What follows belongs to an exercise in optimizing a design on an open flow for small area; a production flow would make more cautious choices. Only simulation tests tie the RTL to the original design; equivalence was not proved. No activity file was given, so power comes from the tool's default toggle rates.

## flow/design.v (module list and top-level ports; edited modules follow where they fit)
// module pe: 1204 lines
// module addsub: 147 lines
// module summation_tree: 707 lines
// module sum_lo: 382 lines
// module simd_proc: 162 lines
module simd_proc (
    input  logic         clk,
    input  logic         rstn,
    input  logic         start,
    output logic         stop,
    output logic [10:0]  instr_addr,
    input  logic [15:0]  instr_dout,
    output logic         instr_en,
    output logic [3:0]   mat_a_addr,
    input  logic [511:0] mat_a_dout,
    output logic         mat_a_en,
    output logic [3:0]   mat_b_addr,
    input  logic [511:0] mat_b_dout,
    output logic         mat_b_en,
    output logic [3:0]   mat_res_addr,
    output logic [511:0] mat_res_din,
    output logic         mat_res_en
);
  // ...
==> flow/flow/run.sh <==
#!/bin/bash
# Own flow: the standard layout (standard.sh: the standard ORFS synthesis
# and layout), with two changes:
#  1. After the standard synthesis, flow/invopt.py removes inverters around
#     full-adder cells: a full adder is self-dual, so an adder whose inputs
#     and outputs are all inverted is the same adder without the inverters.
#     Only combinational cells change; every register keeps its name and cell.
#  2. The buffer global placement puts on every input and output port is the
#     platform's buf_1 instead of the clkdlybuf4s50_1 that buffer_ports picks
#     when given no cell.
# Each tool's output goes to a log of its own here: synth.log (synthesis),
# invopt.log, standard.log (the rest of ORFS); each ORFS step also keeps its
# own log under orfs/logs/.
set -euo pipefail
cd "$(dirname "$0")/.."
R=orfs/results/sky130hd/simd_proc/base
bash standard.sh synth > synth.log 2>&1
cp "$R/1_2_yosys.v" "$R/1_2_yosys.standard.v"
python3 flow/invopt.py "$R/1_2_yosys.standard.v" "$R/1_2_yosys.v" > invopt.log 2>&1
rm -f "$R/1_synth.odb" "$R/1_synth.sdc"
export BUFFER_PORTS_ARGS="-buffer_cell sky130_fd_sc_hd__buf_1"
bash standard.sh > standard.log 2>&1
==> flow/flow/invopt.py <==
#!/usr/bin/env python3
"""Remove inverters around full adders in a Yosys gate netlist (sky130hd).

A full adder is self-dual: FA(~a, ~b, ~c) = (~sum, ~cout).  Yosys' extract_fa
often leaves full adders with all inputs and outputs inverted; the inverters
between two adder cells cannot be absorbed by ABC.  This script rewrites the
netlist: every chain of inverters is collapsed onto its source net, each full
adder may be "flipped" (its inputs and outputs taken in the other polarity),
the flips are chosen greedily to minimise the number of source nets that need
an inverted copy, and one inverter is made for each such net.  Flip-flops,
ports and every other cell are left as they are.

usage: invopt.py IN.v OUT.v
"""
import re, sys, collections

OUT_PINS = {'X', 'Y', 'Q', 'Q_N', 'SUM', 'COUT', 'HI', 'LO'}

def main(inp, outp):
    txt = open(inp).read()
    m = re.search(r'^\s*sky130_fd_sc_hd__\w+\s', txt, re.M)
    head = txt[:m.start()]
    body = txt[m.start():]
    end = body.rindex('endmodule')
    tail = body[end:]
    body = body[:end]
    cell_re = re.compile(r'\s*(sky130_fd_sc_hd__\w+)\s+(\S+)\s*\((.*?)\);', re.S)
    cells = []
    pos = 0
    for cm in cell_re.finditer(body):
        assert body[pos:cm.start()].strip() == '', body[pos:cm.start()][:200]
        pos = cm.end()
        pins = [(p, n.strip()) for p, n in re.findall(r'\.(\w+)\(([^()]*)\)', cm.group(3))]
        cells.append([cm.group(1), cm.group(2), pins])
    assert body[pos:].strip() == ''
    # ports
    outports = set()
    for d, rng, names in re.findall(r'^\s*(input|output)\s+(\[[^\]]*\])?\s*([^;]+);', head, re.M):
        for nm in names.split(','):
            nm = nm.strip()
            if rng:
                hi, lo = map(int, rng[1:-1].split(':'))
                bits = [f'{nm}[{i}]' for i in range(min(hi, lo), max(hi, lo) + 1)]
            else:
                bits = [nm]
            if d == 'output':
                outports.update(bits)
    driver = {}
    loads = collections.defaultdict(list)
    for ci, (typ, name, pins) in enumerate(cells):
        for pi, (p, n) in enumerate(pins):
            if p in OUT_PINS:
                driver[n] = (ci, pi)
            else:
                loads[n].append((ci, pi))
    is_inv = [('__inv_' in c[0]) for c in cells]
    is_fa = [c[0].startswith('sky130_fd_sc_hd__fa_') for c in cells]
    def inv_in(ci):
        return dict(cells[ci][2])['A']
    def inv_out(ci):
        return dict(cells[ci][2])['Y']
    # base of every net: follow inverters upward
    base = {}
    def get_base(n):
        if n in base:
            return base[n]
        chain = []
        cur, par = n, 0
        while cur in driver and is_inv[driver[cur][0]]:
            chain.append(cur)
            cur = inv_in(driver[cur][0]); par ^= 1
        base[n] = (cur, par)
        return base[n]
    allnets = set(driver) | set(loads)
    for n in allnets:
        get_base(n)
    # trees: base net -> member nets; a tree with an output port, or whose
    # inverters' outputs are ports, is left untouched
    tree = collections.defaultdict(list)
    for n, (b, p) in base.items():
        tree[b].append(n)
    frozen = set()
    for b, members in tree.items():
        if any(x in outports for x in members):
            frozen.add(b)
    # consumers of each managed base: (cell, pin index, parity)
    cons = collections.defaultdict(list)
    for n, lst in loads.items():
        b, p = base[n]
        if b in frozen:
            continue
        for (ci, pi) in lst:
            if is_inv[ci]:
                continue
            cons[b].append((ci, pi, p))
    managed = set(cons.keys())
    # FA flippable if none of its nets is in a frozen tree
    flip = [0] * len(cells)
    fa_ok = []
    for ci in range(len(cells)):
        if not is_fa[ci]:
            continue
        ok = all(base[n][0] not in frozen for p, n in cells[ci][2])
        fa_ok.append(ci) if ok else None
    def drv_flip(b):
        d = driver.get(b)
        return flip[d[0]] if d is not None and is_fa[d[0]] else 0
    def need_count(b):
        df = drv_flip(b)
        return sum(1 for (ci, pi, p) in cons[b] if (p ^ flip[ci] ^ df) if True) if cons[b] else 0
    cnt = {b: need_count(b) for b in managed}
    def fa_bases(ci):
        ins, outs = [], []
        for p, n in cells[ci][2]:
            (outs if p in OUT_PINS else ins).append(base[n][0])
        return ins, outs
    def cost_of(bs):
        return sum(1 for b in set(bs) if b in managed and cnt[b] > 0)
    before = sum(1 for b in managed if cnt[b] > 0)
    orig_inv = sum(is_inv)
    import random
    def greedy(order):
        passes = 0
        improved = True
        while improved and passes < 30:
            improved = False; passes += 1
            for ci in order:
                ins, outs = fa_bases(ci)
                aff = set(ins) | set(outs)
                c0 = cost_of(aff)
                old = {b: cnt[b] for b in aff if b in managed}
                flip[ci] ^= 1
                for b in aff:
                    if b in managed:
                        cnt[b] = need_count(b)
                c1 = cost_of(aff)
                if c1 < c0:
                    improved = improved or c1 < c0
                else:
                    flip[ci] ^= 1
                    for b, v in old.items():
                        cnt[b] = v
        return passes
    rng = random.Random(1)
    passes = greedy(fa_ok)
    best = (sum(1 for b in managed if cnt[b] > 0), list(flip))
    for trial in range(0):
        order = list(fa_ok); rng.shuffle(order)
        passes += greedy(order)
        cur = sum(1 for b in managed if cnt[b] > 0)
        if cur < best[0]:
            best = (cur, list(flip))
    flip[:] = best[1]
    for b in managed:
        cnt[b] = need_count(b)
    after = sum(1 for b in managed if cnt[b] > 0)
    # rewrite
    new_inv = {}
    inv_type = {}
    for ci in range(len(cells)):
        if is_inv[ci]:
            b = base[inv_out(ci)][0]
            t = cells[ci][0]
            if b not in inv_type or t > inv_type[b]:
                inv_type[b] = t
    newwires = []
    k = 0
    for b in managed:
        if cnt[b] > 0:
            k += 1
            nn = f'_invopt_{k}_'
            new_inv[b] = nn
            newwires.append(nn)
    for b in managed:
        df = drv_flip(b)
        for (ci, pi, p) in cons[b]:
            need = p ^ flip[ci] ^ df
            pin = cells[ci][2][pi][0]
            cells[ci][2][pi] = (pin, new_inv[b] if need else b)
    out_cells = []
    for ci, c in enumerate(cells):
        if is_inv[ci] and base[inv_out(ci)][0] in managed:
            continue  # replaced
        if is_inv[ci] and base[inv_out(ci)][0] not in frozen and base[inv_out(ci)][0] not in managed:
            # inverter tree with no consumers left (only inverters): drop
            if not any(x in outports for x in tree[base[inv_out(ci)][0]]):
                continue
        out_cells.append(c)
    for b, nn in new_inv.items():
        out_cells.append([inv_type.get(b, 'sky130_fd_sc_hd__inv_1'), f'_invopt_i{nn[8:]}', [('A', b), ('Y', nn)]])
    lines = [head.rstrip('\n')]
    for nn in newwires:
        lines.append(f'  wire {nn};')
    for typ, name, pins in out_cells:
        lines.append(f'  {typ} {name} (' if not name.startswith('\\') else f'  {typ} {name}  (')
        lines.append(',\n'.join(f'    .{p}({n} )' if n.startswith('\\') else f'    .{p}({n})' for p, n in pins))
        lines.append('  );')
    lines.append(tail)
    open(outp, 'w').write('\n'.join(lines))
    nflip = sum(flip)
    new_count = sum(1 for c in out_cells if '__inv_' in c[0])
    print(f'invopt: {orig_inv} inverters -> {new_count}; {nflip} of {len(fa_ok)} full adders flipped; '
          f'inverted nets {before} -> {after}; {passes} passes')

if __name__ == '__main__':
    main(sys.argv[1], sys.argv[2])
==> flow/standard.sh <==
#!/bin/bash
# synth_recipe.tcl (not shown) runs the flow's synth.tcl, then flattens the netlist and writes it again
# the make line also repeats each setting of config.mk as NAME=value (left out here)
make -C /OpenROAD-flow-scripts/flow DESIGN_CONFIG=/design/flow/config.mk WORK_HOME=/design/flow/orfs CLKGATE_MAP_FILE= SYNTH_SCRIPT=/design/flow/synth_recipe.tcl "${@:-finish}"
==> flow/config.mk <==
export PLATFORM = sky130hd
export DESIGN_NAME = simd_proc
export DESIGN_NICKNAME = simd_proc
export VERILOG_FILES = /design/flow/design.v
export SDC_FILE = /design/flow/constraint.sdc
export NUM_CORES = 4
export LEC_CHECK = 0
export CAP_MARGIN = 20
export CORE_MARGIN = 2
export CORE_UTILIZATION = 55
export PLACE_DENSITY = 0.68
export SLEW_MARGIN = 20
==> flow/constraint.sdc <==
create_clock -name core_clock -period 12.0 [get_ports {clk}]
set_input_delay 2.4000 -clock core_clock [delete_from_list [all_inputs] [get_ports {clk}]]
set_output_delay 2.4000 -clock core_clock [all_outputs]
set_load 0.01 [all_outputs]
==> qor.txt, run 1 <==
mean instance size in the synthesized netlist - 11.41 um^2
GR met1 Demand/Resource - 0.5716
Final period util - 0.8948
flip-flop and latch area - 48280 um^2
number of fill cells in the layout - 29910
status - timing/DRC/antenna clean
tapcells inserted - 4751
aggregate negative setup slack - 0 ns
Post-Route Hold Slack - 0.3052 ns
number of clock buffers inserted by TritonCTS - 193
initial antenna violation count - 180
data required time at the worst endpoint - 12.56 ns
cell count after synthesis - 17190
multi-input combinational cell area - 139200 um^2
Non-clock buffers, area share - 0.05108
average vias per placed instance - 6.494
Max stage delay on crit path - 0.59 ns
total DRC errors in the routed layout - 0
count of non-filler cells in the finished layout - 23630
slew at the pin closest to its max-slew limit - 1.347 ns
logic depth of the worst register-to-register path - 33
total standard cell area after synthesis - 196100 um^2
Max Cap Violations - 0
source of the worst register-to-register timing path - op_mul$_SDFF_PP0_
FMAX - 93.13 MHz
later-pin clock latency in the skew report - 0.89 ns
WP data arrival - 11.30 ns
registers with the most flip-flops - prow: 512 flops, res: 512 flops
worst setup path endpoint - mlo[31]$_DFFE_PP_
die boundary width - 601.1 um
area enclosed by the die boundary - 361400 um^2
routing usage on met2 - 0.6805
buffer depth of the longest clock path - 4
setup slack of the critical path after layout - 1.262 ns
GRT busiest layer - met2
Period minus WS final - 10.74 ns
H-tree level count - 4
maximum number of pins on one net before global-route repair - 163
remaining number of nets flagged by the antenna check after routing - 0
Routed Wire Length - 875300 um
internal power - 38910 uW
Worst setup SP type - input pin
number of placed instances with taps included - 23150
==> inputs of run 2 (changes only) <==
==> flow/flow/run.sh (replaced) <==
#!/bin/bash
# Own flow: the standard layout (standard.sh: the standard ORFS synthesis
# and layout), with three changes:
#  1. After the standard synthesis, flow/invopt.py removes inverters around
#     full-adder cells: a full adder is self-dual, so an adder whose inputs
#     and outputs are all inverted is the same adder without the inverters.
#  2. flow/remap.sh then maps the combinational cells again with ABC for area
#     (flow/abc_area.script: amap, then ABC's timing-driven buffering and
#     sizing).  Flip-flops, full/half adders and the tie cell stay as they
#     are, with the same instance names, so every register keeps its name and
#     its cell.
#  3. The buffer global placement puts on every input and output port is the
#     platform's buf_1 instead of the clkdlybuf4s50_1 that buffer_ports picks
#     when given no cell.
# Each tool's output goes to a log of its own here: synth.log (synthesis),
# invopt.log, remap.log (Yosys/ABC), checknet.log, standard.log (the rest of
# ORFS); each
# ORFS step also keeps its own log under orfs/logs/.
set -euo pipefail
cd "$(dirname "$0")/.."
R=orfs/results/sky130hd/simd_proc/base
bash standard.sh synth > synth.log 2>&1
cp "$R/1_2_yosys.v" "$R/1_2_yosys.standard.v"
python3 flow/invopt.py "$R/1_2_yosys.standard.v" "$R/1_2_yosys.invopt.v" > invopt.log 2>&1 \
  || cp "$R/1_2_yosys.standard.v" "$R/1_2_yosys.invopt.v"
# use the re-mapped netlist only if it keeps every flip-flop as it was
if bash flow/remap.sh "$R/1_2_yosys.invopt.v" "$R/1_2_yosys.remap.v" "$PWD/remap.log" "$PWD/flow/abc_area.script" \
    && python3 flow/checknet.py "$R/1_2_yosys.standard.v" "$R/1_2_yosys.remap.v" > checknet.log 2>&1; then
  cp "$R/1_2_yosys.remap.v" "$R/1_2_yosys.v"
else
  echo "remap not used" >> checknet.log
  cp "$R/1_2_yosys.invopt.v" "$R/1_2_yosys.v"
fi
rm -f "$R/1_synth.odb" "$R/1_synth.sdc"
export BUFFER_PORTS_ARGS="-buffer_cell sky130_fd_sc_hd__buf_1"
bash standard.sh > standard.log 2>&1
==> flow/flow/abc_area.script (new file) <==
strash
dch
amap
topo
stime -c
buffer -c
upsize -c
dnsize -c
==> flow/flow/checknet.py (new file) <==
#!/usr/bin/env python3
"""Check that netlist B keeps netlist A's flip-flops (same instance names and
cell types) and holds only platform cells.  Exit 1 if not.
usage: checknet.py A.v B.v"""
import re, sys
def cells(path):
    txt = open(path).read()
    if re.search(r'^\s*\\?\$', txt, re.M):
        return None
    return re.findall(r'^[ \t]*([A-Za-z_\\][^ \t(]*)[ \t]+([^ \t(]+)[ \t]*\([ \t]*$', txt, re.M)
a, b = cells(sys.argv[1]), cells(sys.argv[2])
if a is None or b is None:
    sys.exit('generic cells left')
ffa = sorted((n, t) for t, n in a if 'df' in t)
ffb = sorted((n, t) for t, n in b if 'df' in t)
bad = [t for t, n in b if t not in ('module',) and not t.startswith('sky130_fd_sc_hd__') and t not in ('input', 'output', 'wire', 'assign')]
if ffa != ffb:
    sys.exit(f'flip-flops differ: {len(ffa)} vs {len(ffb)}')
if bad:
    sys.exit(f'unexpected cells: {sorted(set(bad))[:5]}')
print(f'ok: {len(ffb)} flip-flops kept, {len(b)} cells')
==> flow/flow/remap.sh (new file) <==
#!/bin/bash
# Re-map the combinational cells of a gate netlist for area (ABC amap), keeping
# every flip-flop, full/half-adder and tie cell as it is (same instance names).
# usage: remap.sh IN.v OUT.v LOG SCRIPT
set -euo pipefail
IN=$1; OUT=$2; LOG=$3; SCRIPT=$4
LIB=${FLOW_HOME:-/OpenROAD-flow-scripts/flow}/platforms/sky130hd/lib/sky130_fd_sc_hd__tt_025C_1v80.lib
YOSYS=$(command -v yosys || echo ${FLOW_HOME:-/OpenROAD-flow-scripts/flow}/../tools/install/yosys/bin/yosys)
YS=$(mktemp --suffix=.ys -p "$(dirname "$OUT")")
cat > "$YS" <<EOT
read_liberty -ignore_miss_func $LIB
setattr -mod -set keep_hierarchy 1 sky130_fd_sc_hd__fa_1 sky130_fd_sc_hd__ha_1 sky130_fd_sc_hd__dfxtp_1 sky130_fd_sc_hd__edfxtp_1 sky130_fd_sc_hd__conb_1
read_verilog $IN
hierarchy -top simd_proc
flatten
opt_clean -purge simd_proc
abc -script $SCRIPT -liberty $LIB -dont_use sky130_fd_sc_hd__probe_p_8 -dont_use sky130_fd_sc_hd__probec_p_8 -dont_use sky130_fd_sc_hd__lpflow_bleeder_1 -dont_use sky130_fd_sc_hd__lpflow_clkbufkapwr_1 -dont_use sky130_fd_sc_hd__lpflow_clkbufkapwr_16 -dont_use sky130_fd_sc_hd__lpflow_clkbufkapwr_2 -dont_use sky130_fd_sc_hd__lpflow_clkbufkapwr_4 -dont_use sky130_fd_sc_hd__lpflow_clkbufkapwr_8 -dont_use sky130_fd_sc_hd__lpflow_clkinvkapwr_1 -dont_use sky130_fd_sc_hd__lpflow_clkinvkapwr_16 -dont_use sky130_fd_sc_hd__lpflow_clkinvkapwr_2 -dont_use sky130_fd_sc_hd__lpflow_clkinvkapwr_4 -dont_use sky130_fd_sc_hd__lpflow_clkinvkapwr_8 -dont_use sky130_fd_sc_hd__lpflow_decapkapwr_12 -dont_use sky130_fd_sc_hd__lpflow_decapkapwr_3 -dont_use sky130_fd_sc_hd__lpflow_decapkapwr_4 -dont_use sky130_fd_sc_hd__lpflow_decapkapwr_6 -dont_use sky130_fd_sc_hd__lpflow_decapkapwr_8 -dont_use sky130_fd_sc_hd__lpflow_inputiso0n_1 -dont_use sky130_fd_sc_hd__lpflow_inputiso0p_1 -dont_use sky130_fd_sc_hd__lpflow_inputiso1n_1 -dont_use sky130_fd_sc_hd__lpflow_inputiso1p_1 -dont_use sky130_fd_sc_hd__lpflow_inputisolatch_1 -dont_use sky130_fd_sc_hd__lpflow_isobufsrc_1 -dont_use sky130_fd_sc_hd__lpflow_isobufsrc_16 -dont_use sky130_fd_sc_hd__lpflow_isobufsrc_2 -dont_use sky130_fd_sc_hd__lpflow_isobufsrc_4 -dont_use sky130_fd_sc_hd__lpflow_isobufsrc_8 -dont_use sky130_fd_sc_hd__lpflow_isobufsrckapwr_16 -dont_use sky130_fd_sc_hd__lpflow_lsbuf_lh_hl_isowell_tap_1 -dont_use sky130_fd_sc_hd__lpflow_lsbuf_lh_hl_isowell_tap_2 -dont_use sky130_fd_sc_hd__lpflow_lsbuf_lh_hl_isowell_tap_4 -dont_use sky130_fd_sc_hd__lpflow_lsbuf_lh_isowell_4 -dont_use sky130_fd_sc_hd__lpflow_lsbuf_lh_isowell_tap_1 -dont_use sky130_fd_sc_hd__lpflow_lsbuf_lh_isowell_tap_2 -dont_use sky130_fd_sc_hd__lpflow_lsbuf_lh_isowell_tap_4  -D 12000 simd_proc
opt_clean -purge simd_proc
setundef -zero simd_proc
splitnets simd_proc
opt_clean -purge simd_proc
hilomap -singleton -hicell sky130_fd_sc_hd__conb_1 HI -locell sky130_fd_sc_hd__conb_1 LO simd_proc
insbuf -buf sky130_fd_sc_hd__buf_1 A X simd_proc
select -module simd_proc
write_verilog -selected -noattr -nohex -nodec $OUT
select -clear
tee -o $OUT.stat stat -liberty $LIB simd_proc
EOT
"$YOSYS" -q -l "$LOG" "$YS" > /dev/null
rm -f "$YS"
--- a/flow/config.mk
+++ b/flow/config.mk
@@ -7,3 +7,3 @@
 export LEC_CHECK = 0
-export CAP_MARGIN = 20
+export CAP_MARGIN = 30
 export CORE_MARGIN = 2
@@ -11,2 +11,2 @@
 export PLACE_DENSITY = 0.68
-export SLEW_MARGIN = 20
+export SLEW_MARGIN = 30
==> run 2 against run 1 <==
Against the previous run: critical path depth up 9; first-iteration DRC count rose by 56%; global-route usage up 9.9 points; still clean; die area shrank 4.7%; combinational power up 3%; register-to-register slack lost 1.0 ns; largest cell class unchanged.
==> qor.txt, run 2 <==
status - timing/DRC/antenna clean
quantity of I/O buffers inserted on ports - 1573
worst min-delay path category - flop to flop
routing usage on met2 - 0.7602 (+0.07972)
registers with the most flip-flops - prow: 512 flops, res: 512 flops
via count of the first global-routing pass - 172400
hold depth - 0
Max Cap Violations - 0 (unchanged)
total leakage power - 0.08691 uW
number of synthesis warnings - 1
overall die height - 586.8 um
capturing point of the worst reg2reg path - mlo[223]$_DFFE_PP_
peak supply drop - 0.8586 mV
first element of the critical path - op_mul$_SDFF_PP0_
number of rows created at floorplan - 213
CTS tree - yes
source of the worst register-to-register timing path - op_mul$_SDFF_PP0_
worst path bufs/invs - 6
critical path peak fanout - 146
relative area change from synthesis to final layout - 11.63%
FMAX - 85.70 MHz (-8.0%)
critical path's most frequent cell - nor2_1
area inside the core boundary - 337400 um^2
logic depth of the worst register-to-register path - 42 (+27%)
mean routed wirelength per cell - 40.49 um
number of clock buffers inserted by TritonCTS - 177 (-8.3%)
Final period util - 0.9724 (+0.07751)
I/O Pins - 1583
GRT busiest layer - met2
weighted congestion at the end of routability-driven global placement - 1.176
total DRC errors in the routed layout - 0 (unchanged)
H-tree level count - 4 (unchanged)
Max stage delay on crit path - 0.88 ns (+0.29 ns)
final design instance area without fill - 208500 um^2
Power Dens Cells - 391.9 nW/um^2
worst setup path endpoint - mlo[223]$_DFFE_PP_
mean instance size in the synthesized netlist - 9.767 um^2 (-14%)
initial antenna violation count - 204 (+13%)
buffer depth of the longest clock path - 4 (unchanged)
met3 track demand over resource in global routing - 0.3200
vias - 184400
grt total ovfl - 0
max-slew violation count - 0
DRC violation total after the first TritonRoute iteration - 30980
post-detail-place hpwl - 823400 um
area enclosed by the die boundary - 344300 um^2 (-4.7%)
cell count after synthesis - 19130 (+11%)
total standard cell area after synthesis - 186800 um^2 (-4.8%)
wire length of the first global-routing pass - 1380000 um
final number of setup-violating endpoints - 0
average vias per placed instance - 7.346 (+13%)
cell family contributing the most delay on the critical path - compound AO/OA/AOI/OAI gates
maximum number of pins on one net before global-route repair - 163 (unchanged)
number of placed instances with taps included - 24610 (+6.3%)
remaining max-slew budget at the tightest pin - 0.1573
leading cell type in the layout, fill and taps excluded - o22ai_1
data required time at the worst endpoint - 12.58 ns (+0.02 ns)
register-to-register setup slack - 0.33 ns
worst setup path category - flop to flop
Synthesized Nets - 23650
unrepaired setup endpoints after global routing - no
total count of hold-check failures in the final report - 0
Worst Clk Skew - 0.1024 ns
fraction of layout instances using a drive strength above 1 - 0.09692
CP Capture Type - flop
top library cells by usage in the layout, fill and taps aside - o22ai_1, fa_1, inv_1
GR met1 Demand/Resource - 0.6421 (+0.07051)
number of buffers inserted to repair setup after CTS - 0
number of gates resized after cts - 0
clock transition time at the flip-flop clock pins of the worst setup and hold paths - 0.07 ns
slew at the pin closest to its max-slew limit - 1.251 ns (-0.09590 ns)
post-cts hold buffer count - 0
later-pin clock latency in the skew report - 0.91 ns (+0.02 ns)
WP data arrival - 12.25 ns (+0.95 ns)
remaining number of nets flagged by the antenna check after routing - 0 (unchanged)
drt first pass iters - 16
count of non-filler cells in the finished layout - 25100 (+6.2%)
die boundary width - 586.8 um (-2.4%)
cell at the slowest stage of the critical path - dfxtp_4
Placement Cell Area - 201700 um^2
logic depth of the worst path, buffers included - 42
Worst setup SP type - flop
number of fill cells in the layout - 28890 (-3.4%)
Final Net Count - 24800
Routed Wire Length - 1016000 um (+16%)
Period minus WS final - 11.67 ns (+0.9301 ns)
all-layer global routing usage - 0.5769
clock net sink count - 1769
Root Driver - clkbuf_16
initial core utilization - 0.5536
==> run 2: changes by cell type in the layout (fill, tap and decap cells not counted), moves of 592 or more <==
cell / before / now
o22ai_1: 235 / 3901
o22a_1: 45 / 684
nor2_1: 212 / 1355
a22o_1: 1216 / 516
mux2_2: 594 / 0
a21oi_1: 276 / 868
xnor2_1: 2662 / 5
a22oi_1: 786 / 8
==> run 2: stage by stage <==
stage | hold slack, ns | setup WS, ns | utilization | TNS [ns] | power, uW
4_1_cts | 0.2338 | 0.8269 | 0.6156 | 0 | 78860
2_1_floorplan | 0.3096 | -0.9875 | - | -505.70 | 48490
3_5_place_dp | 0.3121 | -0.03840 | 0.5978 | -0.03840 | 72590
6_report | 0.2411 | 0.3318 | 0.6180 | 0 | 81700
3_3_place_gp | 0.3096 | 0.007758 | 0.5970 | 0 | 70760
5_1_grt | 0.2532 | 0.1630 | 0.6173 | 0 | 87160
==> run 2: final cells by class <==
type / instances / area (um^2) / area share
tap: 4515 / 5649 / 0.02709
multi-input combinational: 13590 / 125400 / 0.6013
sequential: 1769 / 48280 / 0.2315
inverter: 2012 / 7599 / 0.03644
clock inverter: 87 / 1045 / 0.005011
antenna: 163 / 407.9 / 0.001956
timing repair buffer: 2728 / 15180 / 0.07283
clock buffer: 232 / 4962 / 0.02380
==> run 2: power breakdown <==
| part | switching [uW] | leakage [uW] | internal [uW] |
|---|---|---|---|
| sequential | 1890 | 0.0184 | 7830 |
| combinational | 39800 | 0.0655 | 26300 |
| clock | 2610 | 0.00294 | 3310 |
| total | 44300 | 0.0869 | 37400 |
==> run 2: layer usage <==
metal  wire, um  part of all wire
met5       2330            0.0023
met4     132800              0.13
met3     180900              0.18
met2     383400              0.38
met1     316800              0.31
==> run 2: worst min path at each step <==
stage	startpoint	endpoint
4_1_cts	acc_d1[19]$_DFF_P_	acc_d2[19]$_DFF_P_
3_5_place_dp	acc_d1[29]$_DFF_P_	acc_d2[29]$_DFF_P_
5_1_grt	acc_d1[19]$_DFF_P_	acc_d2[19]$_DFF_P_
6_report	acc_d1[19]$_DFF_P_	acc_d2[19]$_DFF_P_
3_3_place_gp	acc_d1[18]$_DFF_P_	acc_d2[18]$_DFF_P_
2_1_floorplan	acc_d1[0]$_DFF_P_	acc_d2[0]$_DFF_P_

-- afterwards: timing with drivers on the ports --
How much do the figures lean on ideal ports? The routed layouts below were timed once more, with nothing changed but the port constraints. Step 1: set_driving_cell puts a clkbuf_16 on clk and a buf_2 on each other input, an assumption about the parent block. Step 2, shift: input delay + t, output delay - t, t = (earliest + latest rising clock arrival at the registers) / 2. This alone moves slack from input paths to output paths. a / b / c = no drivers / after step 1 / after step 2; a / b = the first two.
run	t (ns)	setup slack, ns	slew at the worst register clock pin (ns)	worst slew at a driven data input, ns	cell pins on the clock port's net
run 1	0.939	1.262 / 1.333 / 0.394	0.09 / 0.09	0.39	1
run 2	0.964	0.332 / 0.332 / -0.417	0.09 / 0.09	0.28	1
With both steps, setup timing fails in run 2, where it was met with ideal ports. For run 1, which loses most, drivers alone change the setup slack by +0.071 ns; drivers and shift together by -0.868 ns.
